Background: an optimization exercise with open tools, aiming at small area. Do not read the settings as production practice. In this exercise RTL edits were held to simulation tests only and were not proved equivalent to the original. The flow treats the clock pin as an ideal source, which a real chip does not have. Power and IR drop assume default switching activity.

## ackerchip
module ackerchip (
  input  wire        clock,
  input  wire        reset,                    
  input  wire        rs232_Data_out_valid,
  input  wire [7:0]  rs232_Data_out,
  input  wire        rs232_Ready_for_Data_in,
  output wire        rs232_Data_in_valid,
  output wire [7:0]  rs232_Data_in,
  input  wire        adc_Data_out_valid,
  input  wire [13:0] adc_Data_out_ch0,
  input  wire [13:0] adc_Data_out_ch1,
  output wire        oc_rotation_on,
  output wire        oc_power,
  output wire        oc_action,
  output wire        pwm_out
);
==> flow/config.mk <==
export PLATFORM = sky130hd
export DESIGN_NAME = ackerchip
export DESIGN_NICKNAME = ackerchip
export VERILOG_FILES = /design/flow/design.v
export SDC_FILE = /design/flow/constraint.sdc
export NUM_CORES = 4
export LEC_CHECK = 0
export CAP_MARGIN = 0
export CORE_MARGIN = 2
export CORE_UTILIZATION = 60
export CTS_BUF_LIST = sky130_fd_sc_hd__clkbuf_8
export PLACE_DENSITY = 0.7
export SLEW_MARGIN = 0
==> flow/constraint.sdc <==
create_clock -name core_clock -period 10.0 [get_ports {clock}]
set_input_delay 2.0000 -clock core_clock [delete_from_list [all_inputs] [get_ports {clock}]]
set_output_delay 2.0000 -clock core_clock [all_outputs]
set_load 0.01 [all_outputs]
standard.sh (not shown) runs the stock make flow with config.mk's settings and CLKGATE_MAP_FILE= SYNTH_SCRIPT=/design/flow/synth_recipe.tcl, a recipe that flattens the netlist after the stock synthesis.
==> flow/flow/run.sh <==
#!/bin/bash
# Own layout flow: the standard flow (standard synthesis unchanged), with
#  - the port buffers made from buf_1 cells,
#  - clock tree synthesis without dummy loads, and each clock buffer then
#    sized down to the smallest size that keeps its sinks' clock slew within
#    CTS_SINK_SLEW_MAX (flow/post_cts.tcl).
# make's output goes to flow_make.log in this folder; each tool's full output
# is in the ORFS logs under orfs/logs.
set -euo pipefail
HERE=$(pwd)
export BUFFER_PORTS_ARGS="-buffer_cell sky130_fd_sc_hd__buf_1"
export CTS_ARGS="-sink_clustering_enable -repair_clock_nets -dont_use_dummy_load -buf_list sky130_fd_sc_hd__clkbuf_8"
export POST_CTS_TCL="$HERE/flow/post_cts.tcl"
export CTS_SINK_SLEW_MAX=0.125
bash standard.sh > "$HERE/flow_make.log" 2>&1
==> flow/flow/post_cts.tcl <==
# After clock tree synthesis: give each clock buffer the smallest size whose
# sinks still see a clock edge of at most CTS_SINK_SLEW_MAX (ns, with
# placement parasitics), then legalize the placement again.
set sizes {sky130_fd_sc_hd__clkbuf_2 sky130_fd_sc_hd__clkbuf_4 sky130_fd_sc_hd__clkbuf_8 sky130_fd_sc_hd__clkbuf_16}
proc worst_sink_slew { inst } {
  set out [get_pins -of_objects $inst -filter "direction==output"]
  set worst 0
  foreach p [get_pins -of_objects [get_nets -of_objects $out] -filter "direction==input"] {
    set s [get_property $p slew_max]
    if { $s > $worst } { set worst $s }
  }
  return $worst
}
set limit $::env(CTS_SINK_SLEW_MAX)
estimate_parasitics -placement
set bufs {}
foreach inst [get_cells *] {
  if { [string match "sky130_fd_sc_hd__clkbuf_*" [get_property $inst ref_name]] } { lappend bufs $inst }
}
foreach inst $bufs {
  set orig [get_property $inst ref_name]
  set chosen ""
  foreach size $sizes {
    replace_cell $inst $size
    estimate_parasitics -placement
    set w [worst_sink_slew $inst]
    foreach p [get_pins -of_objects [get_nets -of_objects [get_pins -of_objects $inst -filter "direction==output"]] -filter "direction==input"] {
      set c [get_cells -of_objects $p]
      if { [string match "sky130_fd_sc_hd__clkbuf_*" [get_property $c ref_name]] } {
        set w2 [worst_sink_slew $c]
        if { $w2 > $w } { set w $w2 }
      }
    }
    if { $w <= $limit } { set chosen $size; break }
  }
  if { $chosen eq "" } { set chosen $orig; replace_cell $inst $orig }
  puts "clock buffer [get_property $inst full_name]: $orig -> $chosen"
}
estimate_parasitics -placement
detailed_placement
check_placement -verbose
estimate_parasitics -placement
Change:
--- a/flow/config.mk
+++ b/flow/config.mk
@@ -6,8 +6,8 @@
 export NUM_CORES = 4
 export LEC_CHECK = 0
-export CAP_MARGIN = 0
+export CAP_MARGIN = 20
 export CORE_MARGIN = 2
 export CORE_UTILIZATION = 60
 export CTS_BUF_LIST = sky130_fd_sc_hd__clkbuf_8
 export PLACE_DENSITY = 0.7
-export SLEW_MARGIN = 0
+export SLEW_MARGIN = 20
What happened:
- The changed run completed without violations
- register-to-register slack stays flat
- routed wire length stays the same
- final cell count stays the same
- die area stays the same

* * *

ackerchip again, from the RTL that the note above started with.
clock: 10.0 ns
lec_check: 0
cap_margin: 20
core_margin: 2
core_utilization: 60
cts_buf_list: sky130_fd_sc_hd__clkbuf_8
place_density: 0.7
slew_margin: 20
==> flow/flow/run.sh <==
#!/bin/bash
# Own layout flow: the standard flow (standard synthesis unchanged), with
#  - the port buffers made from buf_1 cells,
#  - clock tree synthesis without dummy loads, and each clock buffer then
#    sized down to the smallest size that keeps its sinks' clock slew within
#    CTS_SINK_SLEW_MAX (flow/post_cts.tcl).
# make's output goes to flow_make.log in this folder; each tool's full output
# is in the ORFS logs under orfs/logs.
set -euo pipefail
HERE=$(pwd)
export BUFFER_PORTS_ARGS="-buffer_cell sky130_fd_sc_hd__buf_1"
export CTS_ARGS="-sink_clustering_enable -repair_clock_nets -dont_use_dummy_load -buf_list sky130_fd_sc_hd__clkbuf_8"
export POST_CTS_TCL="$HERE/flow/post_cts.tcl"
export CTS_SINK_SLEW_MAX=0.12
bash standard.sh > "$HERE/flow_make.log" 2>&1
==> flow/flow/post_cts.tcl <==
# After clock tree synthesis: give each clock buffer the smallest size that
# keeps every flip-flop clock pin it drives (directly or through further
# clock buffers) at a slew of at most CTS_SINK_SLEW_MAX (ns, placement
# parasitics). Leaf buffers are sized first, then the buffers above them,
# then the leaves again; the placement is legalized at the end.
set ::clkbuf_sizes {sky130_fd_sc_hd__clkbuf_1 sky130_fd_sc_hd__clkbuf_2 sky130_fd_sc_hd__clkbuf_4
  sky130_fd_sc_hd__clkbuf_8 sky130_fd_sc_hd__clkbuf_16}
proc is_clkbuf { inst } {
  return [string match "sky130_fd_sc_hd__clkbuf_*" [get_property $inst ref_name]]
}
proc load_pins { inst } {
  set out [get_pins -of_objects $inst -filter "direction==output"]
  return [get_pins -of_objects [get_nets -of_objects $out] -filter "direction==input"]
}
# worst slew over the register clock pins below inst
proc worst_sink_slew { inst } {
  set worst 0
  foreach p [load_pins $inst] {
    set c [get_cells -of_objects $p]
    if { [is_clkbuf $c] } {
      set s [worst_sink_slew $c]
    } else {
      set s [get_property $p slew_max]
    }
    if { $s > $worst } { set worst $s }
  }
  return $worst
}
proc drives_clkbuf { inst } {
  foreach p [load_pins $inst] {
    if { [is_clkbuf [get_cells -of_objects $p]] } { return 1 }
  }
  return 0
}
proc size_buffer { inst limit } {

  set orig [get_property $inst ref_name]
  foreach size $::clkbuf_sizes {
    replace_cell $inst $size
    estimate_parasitics -placement
    if { [worst_sink_slew $inst] <= $limit } {
      if { $size ne $orig } { puts "clock buffer [get_property $inst full_name]: $orig -> $size" }
      return
    }
  }
  replace_cell $inst $orig
  estimate_parasitics -placement
}
set limit $::env(CTS_SINK_SLEW_MAX)
estimate_parasitics -placement
set leaves {}
set upper {}
foreach inst [get_cells *] {
  if { [is_clkbuf $inst] } {
    if { [drives_clkbuf $inst] } { lappend upper $inst } else { lappend leaves $inst }
  }
}
foreach inst $leaves { size_buffer $inst $limit }
foreach inst $upper { size_buffer $inst $limit }
foreach inst $leaves { size_buffer $inst $limit }
detailed_placement
check_placement -verbose
estimate_parasitics -placement
The first run passed the timing, DRC and antenna checks.
Edit:
--- a/flow/flow/post_cts.tcl
+++ b/flow/flow/post_cts.tcl
@@ -6 +6 @@
-set ::clkbuf_sizes {sky130_fd_sc_hd__clkbuf_1 sky130_fd_sc_hd__clkbuf_2 sky130_fd_sc_hd__clkbuf_4
+set clkbuf_sizes {sky130_fd_sc_hd__clkbuf_1 sky130_fd_sc_hd__clkbuf_2 sky130_fd_sc_hd__clkbuf_4
@@ -36 +36 @@
-
+  global clkbuf_sizes
@@ -38 +38 @@
-  foreach size $::clkbuf_sizes {
+  foreach size $clkbuf_sizes {
This time the run died in 4_1_cts.
Synthesized cell count is unchanged.
Area after synthesis does not change.
Edit:
--- a/flow/flow/run.sh
+++ b/flow/flow/run.sh
@@ -14 +14,2 @@
-export CTS_SINK_SLEW_MAX=0.12
+export CTS_SINK_SLEW_MAX=0.125
+export REMOVE_ABC_BUFFERS=1
--- a/flow/flow/post_cts.tcl
+++ b/flow/flow/post_cts.tcl
@@ -6 +6 @@
-set clkbuf_sizes {sky130_fd_sc_hd__clkbuf_1 sky130_fd_sc_hd__clkbuf_2 sky130_fd_sc_hd__clkbuf_4
+set ::clkbuf_sizes {sky130_fd_sc_hd__clkbuf_1 sky130_fd_sc_hd__clkbuf_2 sky130_fd_sc_hd__clkbuf_4
@@ -36 +36 @@
-  global clkbuf_sizes
+
@@ -38 +38 @@
-  foreach size $clkbuf_sizes {
+  foreach size $::clkbuf_sizes {
Settings changed: GPL_TIMING_DRIVEN from default to 0.
With this change the flow finished clean.
Synthesized cell count does not change.
Area after synthesis does not change.
Edit:
--- a/flow/flow/run.sh
+++ b/flow/flow/run.sh
@@ -14,2 +14 @@
-export CTS_SINK_SLEW_MAX=0.125
-export REMOVE_ABC_BUFFERS=1
+export CTS_SINK_SLEW_MAX=0.12
--- a/flow/flow/post_cts.tcl
+++ b/flow/flow/post_cts.tcl
@@ -6 +6 @@
-set ::clkbuf_sizes {sky130_fd_sc_hd__clkbuf_1 sky130_fd_sc_hd__clkbuf_2 sky130_fd_sc_hd__clkbuf_4
+set clkbuf_sizes {sky130_fd_sc_hd__clkbuf_1 sky130_fd_sc_hd__clkbuf_2 sky130_fd_sc_hd__clkbuf_4
@@ -36 +36 @@
-
+  global clkbuf_sizes
@@ -38 +38 @@
-  foreach size $::clkbuf_sizes {
+  foreach size $clkbuf_sizes {
Settings changed: CORE_UTILIZATION 60 to 75, GPL_TIMING_DRIVEN 0 to default, PLACE_DENSITY 0.7 to 0.85.
Effect: The new run stopped in 4_1_cts. Area after synthesis stays the same. Synthesized cell count does not change.
Edit:
--- a/flow/flow/run.sh
+++ b/flow/flow/run.sh
@@ -14 +14,2 @@
-export CTS_SINK_SLEW_MAX=0.12
+export CTS_SINK_SLEW_MAX=0.115
+export REMOVE_ABC_BUFFERS=1
--- a/flow/flow/post_cts.tcl
+++ b/flow/flow/post_cts.tcl
@@ -6 +6 @@
-set clkbuf_sizes {sky130_fd_sc_hd__clkbuf_1 sky130_fd_sc_hd__clkbuf_2 sky130_fd_sc_hd__clkbuf_4
+set ::clkbuf_sizes {sky130_fd_sc_hd__clkbuf_1 sky130_fd_sc_hd__clkbuf_2 sky130_fd_sc_hd__clkbuf_4
@@ -36 +36 @@
-  global clkbuf_sizes
+
@@ -38 +38 @@
-  foreach size $clkbuf_sizes {
+  foreach size $::clkbuf_sizes {
Settings changed: CORE_UTILIZATION 75 to 60, GPL_TIMING_DRIVEN from default to 0, PLACE_DENSITY 0.85 to 0.7.
The new run went through all stages and came out clean.
Area after synthesis is unchanged.
Synthesized cell count does not change.
Edit:
--- a/flow/flow/run.sh
+++ b/flow/flow/run.sh
@@ -15,0 +16,2 @@
+export POST_GLOBAL_ROUTE_TCL="$HERE/flow/post_grt.tcl"
+export CTS_SINK_SLEW_MAX_GRT=0.122
==> flow/flow/post_grt.tcl (new file) <==
# After global routing: re-check each clock buffer's size with global-routing
# parasitics. A buffer is given the smallest size that keeps every flip-flop
# clock pin below it at a slew of at most CTS_SINK_SLEW_MAX_GRT (ns). Then
# the placement is legalized and the changed nets are routed again.
set ::grt_clkbuf_sizes {sky130_fd_sc_hd__clkbuf_1 sky130_fd_sc_hd__clkbuf_2 sky130_fd_sc_hd__clkbuf_4
  sky130_fd_sc_hd__clkbuf_8 sky130_fd_sc_hd__clkbuf_16}
proc grt_is_clkbuf { inst } {
  return [string match "sky130_fd_sc_hd__clkbuf_*" [get_property $inst ref_name]]
}
proc grt_load_pins { inst } {
  set out [get_pins -of_objects $inst -filter "direction==output"]
  return [get_pins -of_objects [get_nets -of_objects $out] -filter "direction==input"]
}
proc grt_worst_sink_slew { inst } {
  set worst 0
  foreach p [grt_load_pins $inst] {
    set c [get_cells -of_objects $p]
    if { [grt_is_clkbuf $c] } {
      set s [grt_worst_sink_slew $c]
    } else {
      set s [get_property $p slew_max]
    }
    if { $s > $worst } { set worst $s }
  }
  return $worst
}
proc grt_drives_clkbuf { inst } {
  foreach p [grt_load_pins $inst] {
    if { [grt_is_clkbuf [get_cells -of_objects $p]] } { return 1 }
  }
  return 0
}
proc grt_size_buffer { inst limit } {
  set orig [get_property $inst ref_name]
  foreach size $::grt_clkbuf_sizes {
    replace_cell $inst $size
    estimate_parasitics -global_routing
    if { [grt_worst_sink_slew $inst] <= $limit } {
      if { $size ne $orig } { puts "clock buffer [get_property $inst full_name]: $orig -> $size" }
      return
    }
  }
  replace_cell $inst sky130_fd_sc_hd__clkbuf_16
  estimate_parasitics -global_routing
}
proc grt_size_clock_buffers { limit } {
  set leaves {}
  set upper {}
  foreach inst [get_cells *] {
    if { [grt_is_clkbuf $inst] } {
      if { [grt_drives_clkbuf $inst] } { lappend upper $inst } else { lappend leaves $inst }
    }
  }
  global_route -start_incremental
  estimate_parasitics -global_routing
  foreach inst $leaves { grt_size_buffer $inst $limit }
  foreach inst $upper { grt_size_buffer $inst $limit }
  foreach inst $leaves { grt_size_buffer $inst $limit }
  detailed_placement
  check_placement -verbose
  global_route -end_incremental
  estimate_parasitics -global_routing
}
grt_size_clock_buffers $::env(CTS_SINK_SLEW_MAX_GRT)
Result: Die area does not change. Sequential power stays flat. Synthesized cell count is unchanged. Area after synthesis does not change. Utilization went up by 0.12 points. Sequential share of layout area went down by 0.10 points. Clock-buffer cell count is unchanged. Hold slack is about the same. Critical path depth does not change. Wire length is about the same. Global-route usage is unchanged.

* * *

ackerchip, a different RTL version from the one above (not shown whole).
For scale: about 710 cells after synthesis, roughly 190 flip-flops, roughly 54 I/O pins.
## ackerchip
module ackerchip (
  input  wire        clock,
  input  wire        reset,                    
  input  wire        rs232_Data_out_valid,
  input  wire [7:0]  rs232_Data_out,
  input  wire        rs232_Ready_for_Data_in,
  output wire        rs232_Data_in_valid,
  output wire [7:0]  rs232_Data_in,
  input  wire        adc_Data_out_valid,
  input  wire [13:0] adc_Data_out_ch0,
  input  wire [13:0] adc_Data_out_ch1,
  output wire        oc_rotation_on,
  output wire        oc_power,
  output wire        oc_action,
  output wire        pwm_out
);
Settings: LEC_CHECK=0, CAP_MARGIN=20, CORE_MARGIN=2, CORE_UTILIZATION=40, PLACE_DENSITY=0.6, SLEW_MARGIN=20; clock period 10.0 ns.
run.sh (not shown) runs the stock make flow with config.mk's settings and CLKGATE_MAP_FILE= SYNTH_SCRIPT=/design/flow/synth_recipe.tcl, a recipe that flattens the netlist after the stock synthesis.
Stock flow here: none of the scripts above is used.
Next try:
CORE_UTILIZATION = 60   (was 40)
CTS_BUF_LIST = sky130_fd_sc_hd__clkbuf_8   (was default)
CTS_CLUSTER_DIAMETER = 100   (was default)
CTS_CLUSTER_SIZE = 30   (was default)
PLACE_DENSITY = 0.7   (was 0.6)
Outcome: Fmax hardly moves; power drops by 6.7%; combinational power climbs by about 2%.

* * *

run 5:
ackerchip, a different RTL version from the one above (not shown whole).
For scale: ~590 cells after synthesis, roughly 54 I/O pins.
==> flow/config.mk <==
export PLATFORM = sky130hd
export DESIGN_NAME = ackerchip
export DESIGN_NICKNAME = ackerchip
export VERILOG_FILES = /design/flow/design.v
export SDC_FILE = /design/flow/constraint.sdc
export NUM_CORES = 4
export LEC_CHECK = 0
export CAP_MARGIN = 20
export CORE_MARGIN = 2
export CORE_UTILIZATION = 75
export CTS_BUF_LIST = sky130_fd_sc_hd__clkbuf_8
export PLACE_DENSITY = 0.85
export SLEW_MARGIN = 20
==> flow/constraint.sdc <==
create_clock -name core_clock -period 10.0 [get_ports {clock}]
set_input_delay 2.0000 -clock core_clock [delete_from_list [all_inputs] [get_ports {clock}]]
set_output_delay 2.0000 -clock core_clock [all_outputs]
set_load 0.01 [all_outputs]
standard.sh (not shown) runs the stock make flow with config.mk's settings and CLKGATE_MAP_FILE= SYNTH_SCRIPT=/design/flow/synth_recipe.tcl, a recipe that flattens the netlist after the stock synthesis.
==> flow/flow/run.sh <==
#!/bin/bash
# Own layout flow: the standard flow (standard synthesis unchanged), with
# the port buffers made from buf_1 cells and clock tree synthesis run without
# dummy loads. Each tool's output goes to the ORFS logs under orfs/logs; make's
# own output goes to standard.log in this folder.
set -euo pipefail
export BUFFER_PORTS_ARGS="-buffer_cell sky130_fd_sc_hd__buf_1"
export CTS_ARGS="-sink_clustering_enable -repair_clock_nets -dont_use_dummy_load -buf_list sky130_fd_sc_hd__clkbuf_8"
bash standard.sh > standard.log 2>&1
### run 5 -> run 2
Settings: PLACE_DENSITY: 0.85 -> 0.7; CORE_UTILIZATION: 75 -> 60.
Taking run 5 as the reference point, the first-iteration detailed-routing DRC count of run 2 falls by 38.
Run 2: wire length after detailed routing 4.3% below run 5
Total power density per cell area, run 2 and run 5: larger value in run 5
[compare] base=run 5 new=run 2: register-to-register slack went up; post-route cell area went up about 0.55%; clock network power barely changed; combinational power has decreased.
Run 2 ended with more actual transition at the worst max-transition pin than run 5.

-- what the ideal ports hide --
Ports are ideal in the flow. The routed layouts listed here were re-timed in OpenROAD. Step 1: set_driving_cell puts a clkbuf_16 on clock and a buf_2 on each other input, an assumption about the parent block. Step 2 moves the port delays by t, midway between the first and last clock arrival at a register: inputs arrive t later, outputs are due t later. That takes back most of the time a late clock gives input paths. Three values: ideal ports, drivers, drivers and shift; two values: the first two.
run | shift t [ns] | setup slack, ns | latest minus earliest clock arrival (ns) | slew at the worst register clock pin (ns)
the first run of note 1 | 0.450 | 6.933 / 6.899 / 6.525 | 0.037 / 0.036 | 0.12 / 0.12
the second run of note 1 | 0.450 | 6.933 / 6.899 / 6.525 | 0.037 / 0.036 | 0.12 / 0.12
the first run of note 2 | 0.459 | 6.921 / 6.887 / 6.516 | 0.043 / 0.043 | 0.12 / 0.12
the third run of note 2 | 0.444 | 6.902 / 6.870 / 6.484 | 0.042 / 0.042 | 0.13 / 0.13
the fifth run of note 2 | 0.553 | 6.788 / 6.757 / 6.475 | 0.032 / 0.032 | 0.11 / 0.11
the sixth run of note 2 | 0.439 | 6.935 / 6.904 / 6.497 | 0.036 / 0.036 | 0.11 / 0.11
the first run of note 3 | 0.477 | 6.177 / 6.200 / 5.723 | 0.012 / 0.012 | 0.07 / 0.07
the second run of note 3 | 0.492 | 6.188 / 6.203 / 5.711 | 0.007 / 0.007 | 0.10 / 0.10
run 5 | 0.455 | 6.173 / 6.182 / 5.727 | 0.041 / 0.041 | 0.10 / 0.10
run 2 | 0.472 | 6.207 / 6.219 / 5.747 | 0.030 / 0.030 | 0.09 / 0.09
After both steps setup and hold are still met in every run listed. The setup slack of the second run of note 3, which loses most, moves by +0.015 ns with the drivers and by -0.477 ns with both steps.
